Context: an optimization exercise on an open-source flow, tuned for small area, a short achievable clock period and few clock cycles per item. The choices shown serve that exercise and are no tape-out recipe.
Function was checked by simulation only, so behaviour that the tests miss may differ from the original.

==> design.v <==
`timescale 1ns / 1ps
module gp1(input wire a, b,
           output wire g, p);
   assign g = a & b;
   assign p = a | b;
endmodule
module gp4(input wire [3:0] gin, pin,
           input wire cin,
           output wire gout, pout,
           output wire [2:0] cout);
   wire [3:0] c;
   assign c[0] = cin;
   assign c[1] = gin[0] | (pin[0] & c[0]);
   assign c[2] = gin[1] | (pin[1] & gin[0]) | (pin[1] & pin[0] & c[0]);
   assign c[3] = gin[2] | (pin[2] & gin[1]) | (pin[2] & pin[1] & gin[0]) | (pin[2] & pin[1] & pin[0] & c[0]);
   assign gout = gin[3] | (pin[3] & gin[2]) | (pin[3] & pin[2] & gin[1]) | (pin[3] & pin[2] & pin[1] & gin[0]);
   assign pout = &pin;
   assign cout = c[3:1];
endmodule
module gp8(input wire [7:0] gin, pin,
           input wire cin,
           output wire gout, pout,
           output wire [6:0] cout);
   wire gout_lo, pout_lo;
   wire gout_hi, pout_hi;
   wire c4;
   wire [2:0] cout_lo, cout_hi;
   gp4 gpa_lo (
      .gin(gin[3:0]),
      .pin(pin[3:0]),
      .cin(cin),
      .gout(gout_lo),
      .pout(pout_lo),
      .cout(cout_lo)
   );
   assign c4 = gout_lo | (pout_lo & cin);
   gp4 gpa_hi (
      .gin(gin[7:4]),
      .pin(pin[7:4]),
      .cin(c4),
      .gout(gout_hi),
      .pout(pout_hi),
      .cout(cout_hi)
   );
   assign gout = gout_hi | (pout_hi & gout_lo);
   assign pout = pout_hi & pout_lo;
   assign cout = {cout_hi, c4, cout_lo};
endmodule
module cla
  (input wire [31:0]  a, b,
   input wire         cin,
   output wire [31:0] sum);
   wire [31:0] g, p;
   genvar i;
   generate
      for(i = 0; i < 32; i = i + 1) begin : gp1_loop
         gp1 u_gp1 (
            .a(a[i]),
            .b(b[i]),
            .g(g[i]),
            .p(p[i])
         );
      end
   endgenerate
   wire [7:0] gout, pout;
   wire [7:0] c_in;
   wire [23:0] c_out;
   wire unused_gout, unused_pout;
   assign c_in[0] = cin;
   gp8 u_gp8 (
      .gin(gout),
      .pin(pout),
      .cin(cin),
      .gout(unused_gout),
      .pout(unused_pout),
      .cout(c_in[7:1])
   );
   generate
      for(i = 0; i < 8; i = i + 1) begin : gp4_loop
         gp4 u_gp4 (
            .gin(g[4*i + 3 : 4*i]),
            .pin(p[4*i + 3 : 4*i]),
            .cin(c_in[i]),
            .gout(gout[i]),
            .pout(pout[i]),
            .cout(c_out[3*i + 2 : 3*i])
         );
      end
   endgenerate
   wire [31:0] full_cout;
   generate
      for(i = 0; i < 8; i = i + 1) begin : cout_loop
         assign full_cout[4*i] = c_in[i];
         assign full_cout[4*i + 3 : 4*i + 1] = c_out[3*i + 2 : 3*i];
      end
   endgenerate
   assign sum = a ^ b ^ full_cout;
endmodule
`timescale 1ns / 1ns
module DividerUnsignedPipelined (
    input             clk, rst, stall,
    input      [31:0] i_dividend,
    input      [31:0] i_divisor,
    output reg [31:0] o_remainder,
    output reg [31:0] o_quotient
);
reg [31:0] r_dividend [0:6];
reg [31:0] r_divisor [0:6];
reg [31:0] r_quotient [0:6];
reg [31:0] r_remainder [0:6];
wire [31:0] s0_dividend [0:4];
wire [31:0] s0_quotient [0:4];
wire [31:0] s0_remainder [0:4];
assign s0_dividend[0] = i_dividend;
assign s0_quotient[0] = 32'b0;
assign s0_remainder[0] = 32'b0;
genvar i, j;
generate 
    for (j = 0; j < 4; j = j + 1) begin : stage0_loop
        divu_1iter u_div0 (
            .i_dividend  (s0_dividend[j]),
            .i_divisor   (i_divisor),
            .i_remainder (s0_remainder[j]),
            .i_quotient  (s0_quotient[j]),
            .o_dividend  (s0_dividend[j + 1]),
            .o_remainder (s0_remainder[j + 1]),
            .o_quotient  (s0_quotient[j + 1])
        );
    end
endgenerate
always @(posedge clk) begin
    if (rst) begin
        r_dividend[0] <= 32'b0;
        r_divisor[0] <= 32'b0;
        r_quotient[0] <= 32'b0;
        r_remainder[0] <= 32'b0;
    end else if (!stall) begin
        r_dividend[0] <= s0_dividend[4];
        r_divisor[0] <= i_divisor;
        r_quotient[0] <= s0_quotient[4];
        r_remainder[0] <= s0_remainder[4];
    end
end
generate
    for (i = 1; i < 7; i = i + 1) begin : pipe_loop
        wire [31:0] chain_dividend [0:4];
        wire [31:0] chain_quotient [0:4];
        wire [31:0] chain_remainder [0:4];
        wire [31:0] stage_divisor;
        assign chain_dividend[0] = r_dividend[i - 1];
        assign chain_quotient[0] = r_quotient[i - 1];
        assign chain_remainder[0] = r_remainder[i - 1];
        assign stage_divisor = r_divisor[i - 1];
        for (j = 0; j < 4; j = j + 1) begin : iter_loop
            divu_1iter u_div (
                .i_dividend  (chain_dividend[j]),
                .i_divisor   (stage_divisor),
                .i_remainder (chain_remainder[j]),
                .i_quotient  (chain_quotient[j]),
                .o_dividend  (chain_dividend[j + 1]),
                .o_remainder (chain_remainder[j + 1]),
                .o_quotient  (chain_quotient[j + 1])
            );
        end
        always @(posedge clk) begin
            if (rst) begin
                r_dividend[i] <= 32'b0;
                r_divisor[i] <= 32'b0;
                r_quotient[i] <= 32'b0;
                r_remainder[i] <= 32'b0;
            end else if (!stall) begin
                r_dividend[i] <= chain_dividend[4];
                r_divisor[i] <= stage_divisor;
                r_quotient[i] <= chain_quotient[4];
                r_remainder[i] <= chain_remainder[4];
            end
        end
    end
endgenerate
wire [31:0] s7_dividend [0:4];
wire [31:0] s7_quotient [0:4];
wire [31:0] s7_remainder [0:4];
assign s7_dividend[0] = r_dividend[6];
assign s7_quotient[0] = r_quotient[6];
assign s7_remainder[0] = r_remainder[6];
generate
    for (j = 0; j < 4; j = j + 1) begin : stage7_loop
        divu_1iter u_div7 (
            .i_dividend  (s7_dividend[j]),
            .i_divisor   (r_divisor[6]),
            .i_remainder (s7_remainder[j]),
            .i_quotient  (s7_quotient[j]),
            .o_dividend  (s7_dividend[j + 1]),
            .o_remainder (s7_remainder[j + 1]),
            .o_quotient  (s7_quotient[j + 1])
        );
    end
endgenerate
always @(posedge clk) begin
    if (rst) begin
        o_quotient <= 32'b0;
        o_remainder <= 32'b0;
    end else if (!stall) begin
        o_quotient <= s7_quotient[4];
        o_remainder <= s7_remainder[4];
    end
end
endmodule
module divu_1iter (
    input      [31:0] i_dividend,
    input      [31:0] i_divisor,
    input      [31:0] i_remainder,
    input      [31:0] i_quotient,
    output reg [31:0] o_dividend,
    output reg [31:0] o_remainder,
    output reg [31:0] o_quotient
);
wire [31:0] new_remainder, subtract;
assign new_remainder = {i_remainder[30:0], i_dividend[31]};
assign subtract = new_remainder - i_divisor;
always @(*) begin
  o_dividend = i_dividend << 1;
  if (new_remainder >= i_divisor) begin
    o_remainder = subtract;
    o_quotient = {i_quotient[30:0], 1'b1};
  end else begin
    o_remainder = new_remainder;
    o_quotient = {i_quotient[30:0], 1'b0};
  end
end
endmodule
`timescale 1ns / 1ns
module RegFile (
  input      [        4:0] rd,
  input      [31:0] rd_data,
  input      [        4:0] rs1,
  output reg [31:0] rs1_data,
  input      [        4:0] rs2,
  output reg [31:0] rs2_data,
  input                    clk,
  input                    we,
  input                    rst
);
  localparam NumRegs = 32;
  reg [31:0] regs[0:NumRegs-1];
  integer i;
  always @(negedge clk) begin
    if (rst) 
        for (i = 0; i < NumRegs; i = i + 1) regs[i] <= 0;
    else if (we && (rd != 0)) 
        regs[rd] <= rd_data;
  end
  always @(*) begin
    rs1_data = (rs1 == 0) ? 32'd0 : regs[rs1];
    rs2_data = (rs2 == 0) ? 32'd0 : regs[rs2];
  end
endmodule
module DatapathPipelined (
  input                     clk,
  input                     rst,
  output     [ 31:0] pc_to_imem,
  input      [31:0] inst_from_imem,
  output reg [ 31:0] addr_to_dmem,
  input      [ 31:0] load_data_from_dmem,
  output reg [ 31:0] store_data_to_dmem,
  output reg [         3:0] store_we_to_dmem,
  output reg                halt,
  output reg [ 31:0] trace_writeback_pc,
  output reg [31:0] trace_writeback_inst
);
  localparam [6:0] OpcodeLoad    = 7'b00_000_11;
  localparam [6:0] OpcodeStore   = 7'b01_000_11;
  localparam [6:0] OpcodeBranch  = 7'b11_000_11;
  localparam [6:0] OpcodeJalr    = 7'b11_001_11;
  localparam [6:0] OpcodeMiscMem = 7'b00_011_11;
  localparam [6:0] OpcodeJal     = 7'b11_011_11;
  localparam [6:0] OpcodeRegImm  = 7'b00_100_11;
  localparam [6:0] OpcodeRegReg  = 7'b01_100_11;
  localparam [6:0] OpcodeEnviron = 7'b11_100_11;
  localparam [6:0] OpcodeAuipc   = 7'b00_101_11;
  localparam [6:0] OpcodeLui     = 7'b01_101_11;
  localparam [31:0] NOP = 32'h00000013;
  reg [31:0] cycles_current;
  always @(posedge clk) begin
    if (rst) begin
      cycles_current <= 0;
    end else begin
      cycles_current <= cycles_current + 1;
    end
  end
  reg  [31:0] f_pc;
  wire [31:0] f_pc_next;
  wire stall; 
  wire pc_src; 
  wire [31:0] x_target_pc;
  reg [31:0] d_pc;
  reg [31:0] d_inst;
  reg [31:0] x_pc, x_rs1_data, x_rs2_data, x_imm;
  reg [31:0] x_inst;
  reg [4:0] x_rd, x_rs1, x_rs2;
  reg [6:0] x_opcode, x_funct7;
  reg [2:0] x_funct3;
  reg x_reg_write, x_mem_read, x_mem_write, x_branch, x_jal, x_jalr, x_halt;
  reg [31:0] m_pc, m_alu_res, m_rs2_data;
  reg [31:0] m_inst;
  reg [4:0] m_rd;
  reg [2:0] m_funct3;
  reg m_reg_write, m_mem_read, m_mem_write, m_halt;
  reg [31:0] w_pc, w_alu_res, w_mem_read_data;
  reg [31:0] w_inst;
  reg [4:0] w_rd;
  reg [2:0] w_funct3;
  reg w_reg_write, w_mem_read, w_halt;
  wire [31:0] w_final_data;
  assign f_pc_next = pc_src ? x_target_pc : (f_pc + 4);
  assign pc_to_imem = f_pc;
  always @(posedge clk) begin
    if (rst) 
      f_pc <= 0;
    else if (pc_src || !stall) 
      f_pc <= f_pc_next;
  end
  always @(posedge clk) begin
    if (rst) begin 
        d_pc <= 0; 
        d_inst <= NOP; 
    end else if (pc_src) begin 
        d_pc <= 0; 
        d_inst <= NOP; 
    end else if (!stall) begin 
        d_pc <= f_pc; 
        d_inst <= inst_from_imem;
    end
  end
  wire [6:0] d_funct7, d_opcode;
  wire [2:0] d_funct3;
  wire [4:0] d_rs1, d_rs2, d_rd;
  wire [31:0] rf_rs1_data, rf_rs2_data;
  assign {d_funct7, d_rs2, d_rs1, d_funct3, d_rd, d_opcode} = d_inst;
  RegFile rf (
    .rd(w_rd), 
    .rd_data(w_final_data), 
    .we(w_reg_write),       
    .rs1(d_rs1), 
    .rs1_data(rf_rs1_data),
    .rs2(d_rs2), 
    .rs2_data(rf_rs2_data),
    .clk(clk), 
    .rst(rst)
  );
  wire [31:0] d_rs1_val = (w_reg_write && w_rd != 0 && w_rd == d_rs1) ? w_final_data : rf_rs1_data;
  wire [31:0] d_rs2_val = (w_reg_write && w_rd != 0 && w_rd == d_rs2) ? w_final_data : rf_rs2_data;
  reg [31:0] d_imm;
  always @(*) begin
    case (d_opcode)
      OpcodeStore:  d_imm = { {20{d_inst[31]}}, d_inst[31:25], d_inst[11:7] };
      OpcodeBranch: d_imm = { {20{d_inst[31]}}, d_inst[7], d_inst[30:25], d_inst[11:8], 1'b0 };
      OpcodeJal:    d_imm = { {12{d_inst[31]}}, d_inst[19:12], d_inst[20], d_inst[30:21], 1'b0 };
      OpcodeLui, OpcodeAuipc: d_imm = { d_inst[31:12], 12'b0 };
      default:      d_imm = { {20{d_inst[31]}}, d_inst[31:20] };
    endcase
  end
  wire d_use_rs1 = (d_opcode != OpcodeLui && d_opcode != OpcodeAuipc && d_opcode != OpcodeJal);
  wire d_use_rs2 = (d_opcode == OpcodeRegReg || d_opcode == OpcodeStore || d_opcode == OpcodeBranch);
  wire load_use_hazard = (x_mem_read && x_rd != 0 && ((d_use_rs1 && d_rs1 == x_rd) || (d_use_rs2 && d_rs2 == x_rd)));
  reg [4:0] fifo_div_rd [0:8-1];
  reg fifo_div_valid [0:8-1];
  reg fifo_div_rem [0:8-1];
  reg [31:0] fifo_div_pc [0:8-1];
  reg [31:0] fifo_div_inst [0:8-1];
  reg fifo_div_a_neg [0:8-1];
  reg fifo_div_b_neg [0:8-1];
  reg fifo_div_by_zero [0:8-1];
  reg [31:0] fifo_div_dividend [0:8-1];
  wire x_is_div = (x_opcode == OpcodeRegReg) && (x_funct7 == 7'b0000001) && x_funct3[2];
  wire div_in_ex = x_is_div && x_reg_write && (x_rd != 0);
  wire [4:0] div_rd_in_fifo [0:7];
  assign div_rd_in_fifo[0] = fifo_div_valid[0] ? fifo_div_rd[0] : 5'b0;
  assign div_rd_in_fifo[1] = fifo_div_valid[1] ? fifo_div_rd[1] : 5'b0;
  assign div_rd_in_fifo[2] = fifo_div_valid[2] ? fifo_div_rd[2] : 5'b0;
  assign div_rd_in_fifo[3] = fifo_div_valid[3] ? fifo_div_rd[3] : 5'b0;
  assign div_rd_in_fifo[4] = fifo_div_valid[4] ? fifo_div_rd[4] : 5'b0;
  assign div_rd_in_fifo[5] = fifo_div_valid[5] ? fifo_div_rd[5] : 5'b0;
  assign div_rd_in_fifo[6] = fifo_div_valid[6] ? fifo_div_rd[6] : 5'b0;
  assign div_rd_in_fifo[7] = fifo_div_valid[7] ? fifo_div_rd[7] : 5'b0;
  wire div_raw_hazard = 
                    (d_use_rs1 && (d_rs1 != 0) && 
                      ( (div_in_ex && (d_rs1 == x_rd)) || 
                        (d_rs1 == div_rd_in_fifo[0]) ||
                        (d_rs1 == div_rd_in_fifo[1]) ||
                        (d_rs1 == div_rd_in_fifo[2]) ||
                        (d_rs1 == div_rd_in_fifo[3]) ||
                        (d_rs1 == div_rd_in_fifo[4]) ||
                        (d_rs1 == div_rd_in_fifo[5]) ||
                        (d_rs1 == div_rd_in_fifo[6]) 
                      )
                    ) ||
                    (d_use_rs2 && (d_rs2 != 0) && 
                      ( (div_in_ex && (d_rs2 == x_rd)) || 
                        (d_rs2 == div_rd_in_fifo[0]) ||
                        (d_rs2 == div_rd_in_fifo[1]) ||
                        (d_rs2 == div_rd_in_fifo[2]) ||
                        (d_rs2 == div_rd_in_fifo[3]) ||
                        (d_rs2 == div_rd_in_fifo[4]) ||
                        (d_rs2 == div_rd_in_fifo[5]) ||
                        (d_rs2 == div_rd_in_fifo[6]) 
                      )
                    );
  wire d_writes_reg = (d_opcode != OpcodeStore && d_opcode != OpcodeBranch) && (d_rd != 0);
  wire d_is_div = (d_opcode == OpcodeRegReg) && (d_funct7 == 7'b0000001) && d_funct3[2];
  wire div_busy = div_in_ex || fifo_div_valid[0] || fifo_div_valid[1] || fifo_div_valid[2] || fifo_div_valid[3] || fifo_div_valid[4] || fifo_div_valid[5] || fifo_div_valid[6];
  wire div_struct_hazard = div_busy && (d_writes_reg || d_opcode == OpcodeLoad || d_opcode == OpcodeStore) && !d_is_div;
  assign stall = load_use_hazard || div_raw_hazard || div_struct_hazard;
  always @(posedge clk) begin
    if (rst || stall || pc_src) begin 
      x_pc <= 0; 
      x_inst <= NOP; 
      x_rd <= 0; 
      x_rs1 <= 0; 
      x_rs2 <= 0;
      x_rs1_data <= 0; 
      x_rs2_data <= 0; 
      x_imm <= 0; 
      x_opcode <= 0; 
      x_funct3 <= 0; 
      x_funct7 <= 0;
      x_reg_write <= 0; 
      x_mem_read <= 0; 
      x_mem_write <= 0;
      x_branch <= 0; 
      x_jal <= 0; 
      x_jalr <= 0; 
      x_halt <= 0;
    end else begin 
      x_pc <= d_pc; 
      x_inst <= d_inst; 
      x_rd <= d_rd; 
      x_rs1 <= d_rs1; 
      x_rs2 <= d_rs2;
      x_rs1_data <= d_rs1_val; 
      x_rs2_data <= d_rs2_val;
      x_imm <= d_imm;
      x_opcode <= d_opcode; 
      x_funct3 <= d_funct3; 
      x_funct7 <= d_funct7;
      x_reg_write <= (d_opcode != OpcodeStore && d_opcode != OpcodeBranch);
      x_mem_read <= (d_opcode == OpcodeLoad); 
      x_mem_write <= (d_opcode == OpcodeStore);
      x_branch <= (d_opcode == OpcodeBranch); 
      x_jal <= (d_opcode == OpcodeJal); 
      x_jalr <= (d_opcode == OpcodeJalr);
      x_halt <= (d_inst == 32'h00000073) || (d_inst == 32'h00100073);
    end
  end
  wire match_mem_rs1 = (m_reg_write && m_rd != 0 && m_rd == x_rs1);
  wire match_wb_rs1  = (w_reg_write && w_rd != 0 && w_rd == x_rs1);
  wire match_mem_rs2 = (m_reg_write && m_rd != 0 && m_rd == x_rs2);
  wire match_wb_rs2  = (w_reg_write && w_rd != 0 && w_rd == x_rs2);
  wire [31:0] fwd_a_val = match_mem_rs1 ? m_alu_res :
                                (match_wb_rs1 ? w_final_data : x_rs1_data);
  wire [31:0] fwd_b_val = match_mem_rs2 ? m_alu_res :
                                (match_wb_rs2 ? w_final_data : x_rs2_data);
  wire x_is_imm = (x_opcode == OpcodeRegImm) || (x_opcode == OpcodeLoad) || (x_opcode == OpcodeJalr) || (x_opcode == OpcodeAuipc) || (x_opcode == OpcodeLui) || (x_opcode == OpcodeStore);
  wire [31:0] x_alu_op1 = fwd_a_val;
  wire [31:0] x_alu_op2 = x_is_imm ? x_imm : fwd_b_val;
  wire x_is_sub = (x_opcode == OpcodeRegReg) && (x_funct7[5] && x_funct3 == 3'b000);
  wire div_start = x_is_div && !pc_src; 
  wire div_signed = !x_funct3[0];
  wire current_div_a_neg = div_signed && fwd_a_val[31];
  wire current_div_b_neg = div_signed && fwd_b_val[31];
  wire current_div_by_zero = (fwd_b_val == 0);
  wire [31:0] current_div_a = current_div_a_neg ? (~fwd_a_val + 1) : fwd_a_val;
  wire [31:0] current_div_b = current_div_b_neg ? (~fwd_b_val + 1) : fwd_b_val;
  integer k;
  always @(posedge clk) begin
    if (rst) begin
      for (k = 0; k < 8; k = k + 1) begin
        fifo_div_valid[k] <= 0;
        fifo_div_rd[k] <= 0;
        fifo_div_rem[k] <= 0;
        fifo_div_pc[k] <= 0;
        fifo_div_inst[k] <= 0;
        fifo_div_a_neg[k] <= 0;
        fifo_div_b_neg[k] <= 0;
        fifo_div_by_zero[k] <= 0;
        fifo_div_dividend[k] <= 0;
      end
    end else begin
      for (k = 8-1; k > 0; k = k - 1) begin
        fifo_div_valid[k] <= fifo_div_valid[k - 1];
        fifo_div_rd[k] <= fifo_div_rd[k - 1];
        fifo_div_rem[k] <= fifo_div_rem[k - 1];
        fifo_div_pc[k] <= fifo_div_pc[k - 1];
        fifo_div_inst[k] <= fifo_div_inst[k - 1];
        fifo_div_a_neg[k] <= fifo_div_a_neg[k - 1];
        fifo_div_b_neg[k] <= fifo_div_b_neg[k - 1];
        fifo_div_by_zero[k] <= fifo_div_by_zero[k - 1];
        fifo_div_dividend[k] <= fifo_div_dividend[k - 1];
      end
      fifo_div_valid[0] <= div_start;
      fifo_div_rd[0] <= x_rd;
      fifo_div_rem[0] <= x_funct3[1];
      fifo_div_pc[0] <= x_pc;
      fifo_div_inst[0] <= x_inst;
      fifo_div_a_neg[0] <= current_div_a_neg;
      fifo_div_b_neg[0] <= current_div_b_neg;
      fifo_div_by_zero[0] <= current_div_by_zero;
      fifo_div_dividend[0] <= fwd_a_val;
    end
  end
  wire [31:0] div_quot_raw, div_rem_raw;
  DividerUnsignedPipelined u_div (
    .clk(clk),
    .rst(rst),
    .stall(1'b0),
    .i_dividend(current_div_a),
    .i_divisor(current_div_b),
    .o_quotient(div_quot_raw),
    .o_remainder(div_rem_raw)
  );
  wire [31:0] div_quot_mid = (fifo_div_a_neg[8-1] ^ fifo_div_b_neg[8-1]) ? (~div_quot_raw + 1) : div_quot_raw;
  wire [31:0] div_rem_mid = fifo_div_a_neg[8-1] ? (~div_rem_raw + 1) : div_rem_raw;
  wire [31:0] div_quot_final = fifo_div_by_zero[8-1] ? 32'hFFFFFFFF : div_quot_mid;
  wire [31:0] div_rem_final = fifo_div_by_zero[8-1] ? fifo_div_dividend[8-1] : div_rem_mid;
  wire [31:0] div_res = fifo_div_rem[8-1] ? div_rem_final : div_quot_final;
  wire div_done = fifo_div_valid[8-1];
  wire [31:0] cla_res;
  wire [31:0] cla_op_b = x_is_sub ? ~x_alu_op2 : x_alu_op2;
  wire cla_cin = x_is_sub ? 1'b1 : 1'b0;
  cla u_cla (
    .a(x_alu_op1),
    .b(cla_op_b),
    .cin(cla_cin),
    .sum(cla_res)
  );
  wire mul_a_sgn = (x_funct3[1:0] == 2'b01) || (x_funct3[1:0] == 2'b10);
  wire mul_b_sgn = (x_funct3[1:0] == 2'b01);
  wire signed [32:0] mul_a = {mul_a_sgn & x_alu_op1[31], x_alu_op1};
  wire signed [32:0] mul_b = {mul_b_sgn & x_alu_op2[31], x_alu_op2};
  wire signed [65:0] mul_p = mul_a * mul_b;
  reg [31:0] alu_res;
  always @(*) begin
    case (x_opcode)
      OpcodeLui: alu_res = x_alu_op2;
      OpcodeAuipc: alu_res = x_pc + x_alu_op2;
      OpcodeJal, OpcodeJalr: alu_res = x_pc + 4;
      OpcodeLoad, OpcodeStore: alu_res = cla_res;
      OpcodeRegImm, OpcodeRegReg:
        if ((x_opcode == OpcodeRegReg) && (x_funct7 == 7'b0000001)) begin
          case (x_funct3)
            3'b000: alu_res = mul_p[31:0];
            3'b001, 3'b010, 3'b011: alu_res = mul_p[63:32];
            default: alu_res = div_res;
          endcase
        end else begin
          case (x_funct3)
            3'b000: alu_res = cla_res; 
            3'b001: alu_res = x_alu_op1 << x_alu_op2[4:0];
            3'b010: alu_res = ($signed(x_alu_op1) < $signed(x_alu_op2)) ? 32'd1 : 32'd0;
            3'b011: alu_res = (x_alu_op1 < x_alu_op2) ? 32'd1 : 32'd0;
            3'b100: alu_res = x_alu_op1 ^ x_alu_op2;
            3'b101: begin
              if (x_funct7[5]) begin
                alu_res = $signed(x_alu_op1) >>> x_alu_op2[4:0];
              end else begin
                alu_res = x_alu_op1 >> x_alu_op2[4:0];
              end
            end
            3'b110: alu_res = x_alu_op1 | x_alu_op2;
            3'b111: alu_res = x_alu_op1 & x_alu_op2;
            default: alu_res = 32'd0;
          endcase
        end
        default: alu_res = 32'd0;
    endcase
  end
  reg taken;
  always @(*) begin
    case (x_funct3)
      3'b000: taken = (fwd_a_val == fwd_b_val);
      3'b001: taken = (fwd_a_val != fwd_b_val);
      3'b100: taken = ($signed(fwd_a_val) < $signed(fwd_b_val));
      3'b101: taken = ($signed(fwd_a_val) >= $signed(fwd_b_val));
      3'b110: taken = (fwd_a_val < fwd_b_val);
      3'b111: taken = (fwd_a_val >= fwd_b_val);
      default: taken = 0;
    endcase
  end
  assign pc_src = (x_branch && taken) || x_jal || x_jalr;
  assign x_target_pc = (x_opcode == OpcodeJalr) ? ((fwd_a_val + x_imm) & ~32'd1) : (x_pc + x_imm);
  always @(posedge clk) begin
    if (rst) begin
      m_pc <= 0;
      m_inst <= NOP;
      m_alu_res <= 0;
      m_rs2_data <= 0;
      m_rd <= 0;
      m_funct3 <= 0;
      m_reg_write <= 0;
      m_mem_read <= 0;
      m_mem_write <= 0;
      m_halt <= 0;
    end else begin
      m_pc <= x_pc;
      m_inst <= x_inst;
      m_rs2_data <= fwd_b_val;
      m_funct3 <= x_funct3;
      m_mem_read <= x_mem_read;
      m_mem_write <= x_mem_write;
      m_halt <= x_halt;
      if (div_done) begin
        m_alu_res <= div_res;
        m_rd <= fifo_div_rd[8-1];
        m_reg_write <= 1'b1;
      end else begin
        m_alu_res <= alu_res;
        m_rd <= x_rd;
        m_reg_write <= x_reg_write && !x_is_div;
      end
    end
  end
  always @(*) begin
    addr_to_dmem = m_alu_res;
    store_data_to_dmem = m_rs2_data;
    store_we_to_dmem = 4'b0000;
    if (m_mem_write) begin
      case (m_funct3)
        2'b00: begin  
            case (m_alu_res[1:0])
                2'b00: begin store_data_to_dmem = {24'b0, m_rs2_data[7:0]};       store_we_to_dmem = 4'b0001; end
                2'b01: begin store_data_to_dmem = {16'b0, m_rs2_data[7:0], 8'b0}; store_we_to_dmem = 4'b0010; end
                2'b10: begin store_data_to_dmem = {8'b0, m_rs2_data[7:0], 16'b0}; store_we_to_dmem = 4'b0100; end
                2'b11: begin store_data_to_dmem = {m_rs2_data[7:0], 24'b0};       store_we_to_dmem = 4'b1000; end
            endcase
        end
        2'b01: begin  
            case (m_alu_res[1])
                1'b0: begin store_data_to_dmem = {16'b0, m_rs2_data[15:0]}; store_we_to_dmem = 4'b0011; end
                1'b1: begin store_data_to_dmem = {m_rs2_data[15:0], 16'b0}; store_we_to_dmem = 4'b1100; end
            endcase
        end
        default: begin  
            store_data_to_dmem = m_rs2_data;
            store_we_to_dmem = 4'b1111;
        end
      endcase
    end
  end
  always @(posedge clk) begin
    if (rst) begin
      w_reg_write <= 0;
      w_rd <= 0;
      w_pc <= 0;
      w_inst <= NOP;
      w_halt <= 0;
      w_alu_res <= 0;
      w_mem_read_data <= 0;
      w_funct3 <= 0;
      w_mem_read <= 0;
    end else begin
      w_reg_write <= m_reg_write;
      w_rd <= m_rd;
      w_alu_res <= m_alu_res;
      w_mem_read_data <= load_data_from_dmem; 
      w_mem_read <= m_mem_read;
      w_funct3 <= m_funct3;
      w_pc <= m_pc; 
      w_inst <= m_inst;
      w_halt <= m_halt;
    end
  end
  wire [31:0] w_load_process;
  reg [31:0] w_load_shift;
  wire [1:0] w_byte_offset = w_alu_res[1:0];
  wire [7:0] byte0, byte1, byte2, byte3;
  assign {byte3, byte2, byte1, byte0} = w_mem_read_data;
  wire [15:0] half0, half1;
  assign {half1, half0} = w_mem_read_data;
  wire [31:0] lb0 = {{24{byte0[7]}}, byte0};
  wire [31:0] lb1 = {{24{byte1[7]}}, byte1};  
  wire [31:0] lb2 = {{24{byte2[7]}}, byte2};
  wire [31:0] lb3 = {{24{byte3[7]}}, byte3};
  wire [31:0] lh0 = {{16{half0[15]}}, half0};
  wire [31:0] lh1 = {{16{half1[15]}}, half1};
  assign w_load_process = (w_funct3 == 3'b000) ?  
                            ( w_byte_offset == 2'b00 ? lb0 :
                              w_byte_offset == 2'b01 ? lb1 :
                              w_byte_offset == 2'b10 ? lb2 : lb3) :
                          (w_funct3 == 3'b001) ?  
                            ( w_byte_offset == 2'b00 ? lh0 : lh1) :
                          (w_funct3 == 3'b100) ?  
                            (w_byte_offset == 2'b00 ? {24'd0, byte0} :
                            w_byte_offset == 2'b01 ? {24'd0, byte1} :
                            w_byte_offset == 2'b10 ? {24'd0, byte2} : {24'd0, byte3}) :
                          (w_funct3 == 3'b101) ?  
                            (w_byte_offset == 2'b00 ? {16'd0, half0} : {16'd0, half1}) :
                          w_mem_read_data;  
assign w_final_data = w_mem_read ? w_load_process : w_alu_res;
  always @(posedge clk) begin
    if (rst) begin
      halt <= 0;
      trace_writeback_pc <= 0;
      trace_writeback_inst <= NOP;
    end else begin
      halt <= w_halt;
      trace_writeback_pc <= w_pc;
      trace_writeback_inst <= w_inst;
    end
  end
endmodule
==> run.sh <==
#!/bin/bash
# synth_recipe.tcl (not shown) runs the flow's synth.tcl, then flattens the netlist and writes it again
# the make line also repeats each setting of config.mk as NAME=value (left out here)
make -C /OpenROAD-flow-scripts/flow DESIGN_CONFIG=/design/flow/config.mk WORK_HOME=/design/flow/orfs CLKGATE_MAP_FILE= SYNTH_SCRIPT=/design/flow/synth_recipe.tcl finish
==> config.mk <==
export PLATFORM = sky130hd
export DESIGN_NAME = DatapathPipelined
export DESIGN_NICKNAME = DatapathPipelined
export VERILOG_FILES = /design/flow/design.v
export SDC_FILE = /design/flow/constraint.sdc
export NUM_CORES = 4
export LEC_CHECK = 0
export CAP_MARGIN = 20
export CELL_PAD_IN_SITES_DETAIL_PLACEMENT = 1
export CELL_PAD_IN_SITES_GLOBAL_PLACEMENT = 2
export CORE_MARGIN = 2
export CORE_UTILIZATION = 30
export PLACE_DENSITY = 0.5
export SLEW_MARGIN = 20
==> constraint.sdc <==
create_clock -name core_clock -period 20.0 [get_ports {clk}]
set_input_delay 4.0000 -clock core_clock [delete_from_list [all_inputs] [get_ports {clk}]]
set_output_delay 4.0000 -clock core_clock [all_outputs]
set_load 0.01 [all_outputs]
==> key figures <==
Synth
  – Async S/R FF share, synth: 0%
  – Syn Std Cell Area: between 0.2 and 0.25 mm2
  – Yosys cell types: approximately 110
  – Top-area cell type share of the netlist area: between 10% and 20%
  – EDFF count, synth: ~1.0k
  – Synth Warn #: 21
  – Flops & latches, synth: 2666
  – Cells after Synth: roughly 23k
  – Register area share after synthesis: 29.8%
  – Synth Flop Type: dfxtp_1
  – Area contributors post-synth: dfxtp_1, edfxtp_1, fa_1
  – Leading area contributor after synthesis: dfxtp_1
  – Syn avg cell area: approximately 9.4 um2

Timing
  – Unrepaired setup endpoints after global routing: false
  – Highest clock rate: roughly 52 MHz
  – Minimum clock period: approximately 19 ns
  – Worst slew pin tran: 1.34 ns
  – Slew margin rel.: between 10% and 20%
  – Slew Limit Fails: 0
  – Final hold violation count: 0
  – Setup_tns: 0 ns
  – Final setup fails: 0
  – Final period util: between 90% and 100%
  – WHS: about 0.41 ns
  – Worst clock skew: between 0.1 and 0.15 ns

Clock tree
  – Post-CTS setup buffers: 0
  – Worst-skew pair later-pin latency: 1.08 ns
  – CTS root buf: clkbuf_16
  – CTS Buf Count: approximately 340
  – H-tree depth: 5
  – CTS Buffer Depth: 4
  – Clk sink count: 2666
  – Clock transition at path regs: roughly 0.06 ns
  – CTS tree: yes
  – Hold bufs inserted after CTS: 0

Worst setup path
  – Crit Path Class: register to register
  – CP startpoint: w_alu_res[1]$_SDFF_PP0_
  – Critical Path AT: around 20 ns
  – CP Depth: 65
  – Slowest stage cell, crit path: dfxtp_2
  – CP endpoint: u_div.r_remainder[0][23]$_SDFF_PP0_
  – Reg2Reg Depth: 65
  – Crit path capture type: register
  – Crit path max fanout: 42
  – Buffers and inverters on the worst path: 6
  – CP top delay family: compound AO/OA/AOI/OAI gates
  – Worst path required time: between 20 and 25 ns
  – CP Launch Type: register
  – Slowest stage delay, CP: between 0.6 and 0.7 ns
  – Most used cell, CP: o21ai_0
  – R2R Path Start: w_alu_res[1]$_SDFF_PP0_
  – Reg2Reg Capture Point: u_div.r_remainder[0][23]$_SDFF_PP0_
  – Reg2reg setup slack: a little over 0.9 ns

Min path
  – Hold path depth: 1
  – Hold crit path type: register to register

Die
  – Die area: 0.719 mm2
  – Starting Density: 30.1%
  – Core footprint: about 0.7 mm2
  – Die X: 848 um
  – I/O pin count: between 200 and 250
  – Die height: 848 um
  – Cell row count: between 300 and 400

Placed design
  – Placer Congestion: ~0.93
  – Placed insts: approximately 32k
  – Hpwl dp: approximately 830000 um
  – Port bufs: between 200 and 250

Detailed routing
  – Detailed-route via count: around 180k
  – Initial DRC count: around 14k
  – Total Wirelength: approximately 1100000 um
  – Post-DRT Antenna Nets: 0
  – WL/cell: between 30 and 40 um
  – Vias/cell: roughly 5.4
  – Pre-antenna DRT Iters: 9
  – DRC: 0

Cells and area
  – Post-Route Utilization: between 30% and 40%
  – Most common cell after layout, fill and taps aside: inv_1
  – Most frequent cells in the layout: inv_1, nor2_1, nand2_1, dfxtp_1, ha_1
  – Fill cells: 80.6k
  – Finished Layout Cells: between 30k and 40k
  – Syn-to-layout area delta: 14.3%
  – Layout cell share with drive strength beyond 1: between 10 and 15%
  – Nets: 26.4k

Job
  – Max_cap viols: 0

Run status
  – Status: finished clean

GRT
  – Vias in the first global route: between 150k and 200k
  – Initial antenna violation count: between 100 and 150
  – GR Layer Usage met1: 39.1%
  – GRT Max-Usage Layer: met2
  – Total grt overflow: 0
  – Grt met3 use: ~4.3%
  – Global-route met2 utilization: 47.0%
  – Tot GR Track Use: between 20% and 30%
  – First-pass GRT wire length: 1480000 um
  – Pin count of the biggest net entering global routing: roughly 170
[how the worst min path moves through the flow]
stage / startpoint / end / slack [ns]
after floorplan: x_inst[0]$_SDFF_PP1_ / m_inst[0]$_SDFF_PP1_ / 0.39
after global placement: m_inst[1]$_SDFF_PP1_ / w_inst[1]$_SDFF_PP1_ / 0.39
after detailed placement: m_inst[1]$_SDFF_PP1_ / w_inst[1]$_SDFF_PP1_ / 0.40
after CTS: m_inst[1]$_SDFF_PP1_ / w_inst[1]$_SDFF_PP1_ / 0.41
after global routing: x_inst[0]$_SDFF_PP1_ / m_inst[0]$_SDFF_PP1_ / 0.42
final: x_inst[1]$_SDFF_PP1_ / m_inst[1]$_SDFF_PP1_ / 0.41
[worst register-to-register path, delay by kind of cell (launching register included)]
family	cells	cell delay [ns]
compound gates	39	10.60
mux	3	1.12
flops	1	0.64
fa+ha+maj	5	1.74
simple gates	12	3.75
buf+inv	6	1.12
[layout make-up]
type / count / area, um2 / area share [%]
clock inverter: 1190 / 5800 / 2.38
sequential: 2666 / 63700 / 26.1
inverter: 1836 / 6900 / 2.83
timing repair buffer: 748 / 6390 / 2.62
clock buffer: 444 / 9410 / 3.86
tap: 9485 / 11900 / 4.86
antenna: 56 / 140 / 0.0574
multi-input combinational: 17000 / 140000 / 57.3
[kinds of logic (layout without fill, tap and decap cells)]
group	Yosys count	count (layout)	synth area share, %
buffers and inverters	3064	4218	5.44
adders and majority gates	2664	2664	19.7
other	1	88	0.00176
AOI/OAI and AO/OA	4291	4291	13.2
xor gates and xnor gates	1244	1244	5.10
DFF	2666	2666	29.8
and+or+nand+nor	7301	7301	15.7
muxes	1476	1476	11.0
[layer usage]
layer  share of wire (%)  vias to the layer above  wire [um]
met1                  45                    92500     480000
met5               0.022                        -        239
li1                    -                    80800          -
met4                 3.6                       34      38700
met2                  46                     4664     490000
met3                 5.0                     1158      53100
[through the flow]
step,setup WS (ns),cell area (um2)
floorplan,3.73,214000
global placement,-1.07,228000
detailed placement,-0.410,228000
CTS,0.147,244000
global route,0.0934,244000
finish,0.925,244000
[sequential cells by signal, summed over array words and instances, names as in the netlist, 105 cells and up]
| signal | count |
|---|---|
| rf.regs | 1024 |
| fifo_div_dividend | 256 |
| u_div.r_divisor | 223 |
| u_div.r_remainder | 217 |
| u_div.r_quotient | 112 |
| u_div.r_dividend | 105 |
[cell usage after synthesis (170+ instances only)]
cell type / n
a21o_1: 514
a21oi_1: 1184
and3_1: 195
buf_1: 170
clkbuf_1: 1011
dfxtp_1: 1642
edfxtp_1: 1024
fa_1: 1166
ha_1: 1498
inv_1: 1827
mux2_2: 574
mux2i_1: 258
mux4_2: 643
nand2_1: 1935
nand2b_1: 205
nand3_1: 297
nor2_1: 2714
nor2b_1: 940
nor3_1: 314
o21a_1: 194
o21ai_0: 796
xnor2_1: 847
xor2_1: 397
[timing repair]
action,4_1_cts,5_1_grt
resized for setup,2,15
cloned,0,0
pin swaps,0,1
endpoints found under the setup margin,18,32
Testbench counts, summed over its fixed seeds: cycles 255,390, instrs 148,298.
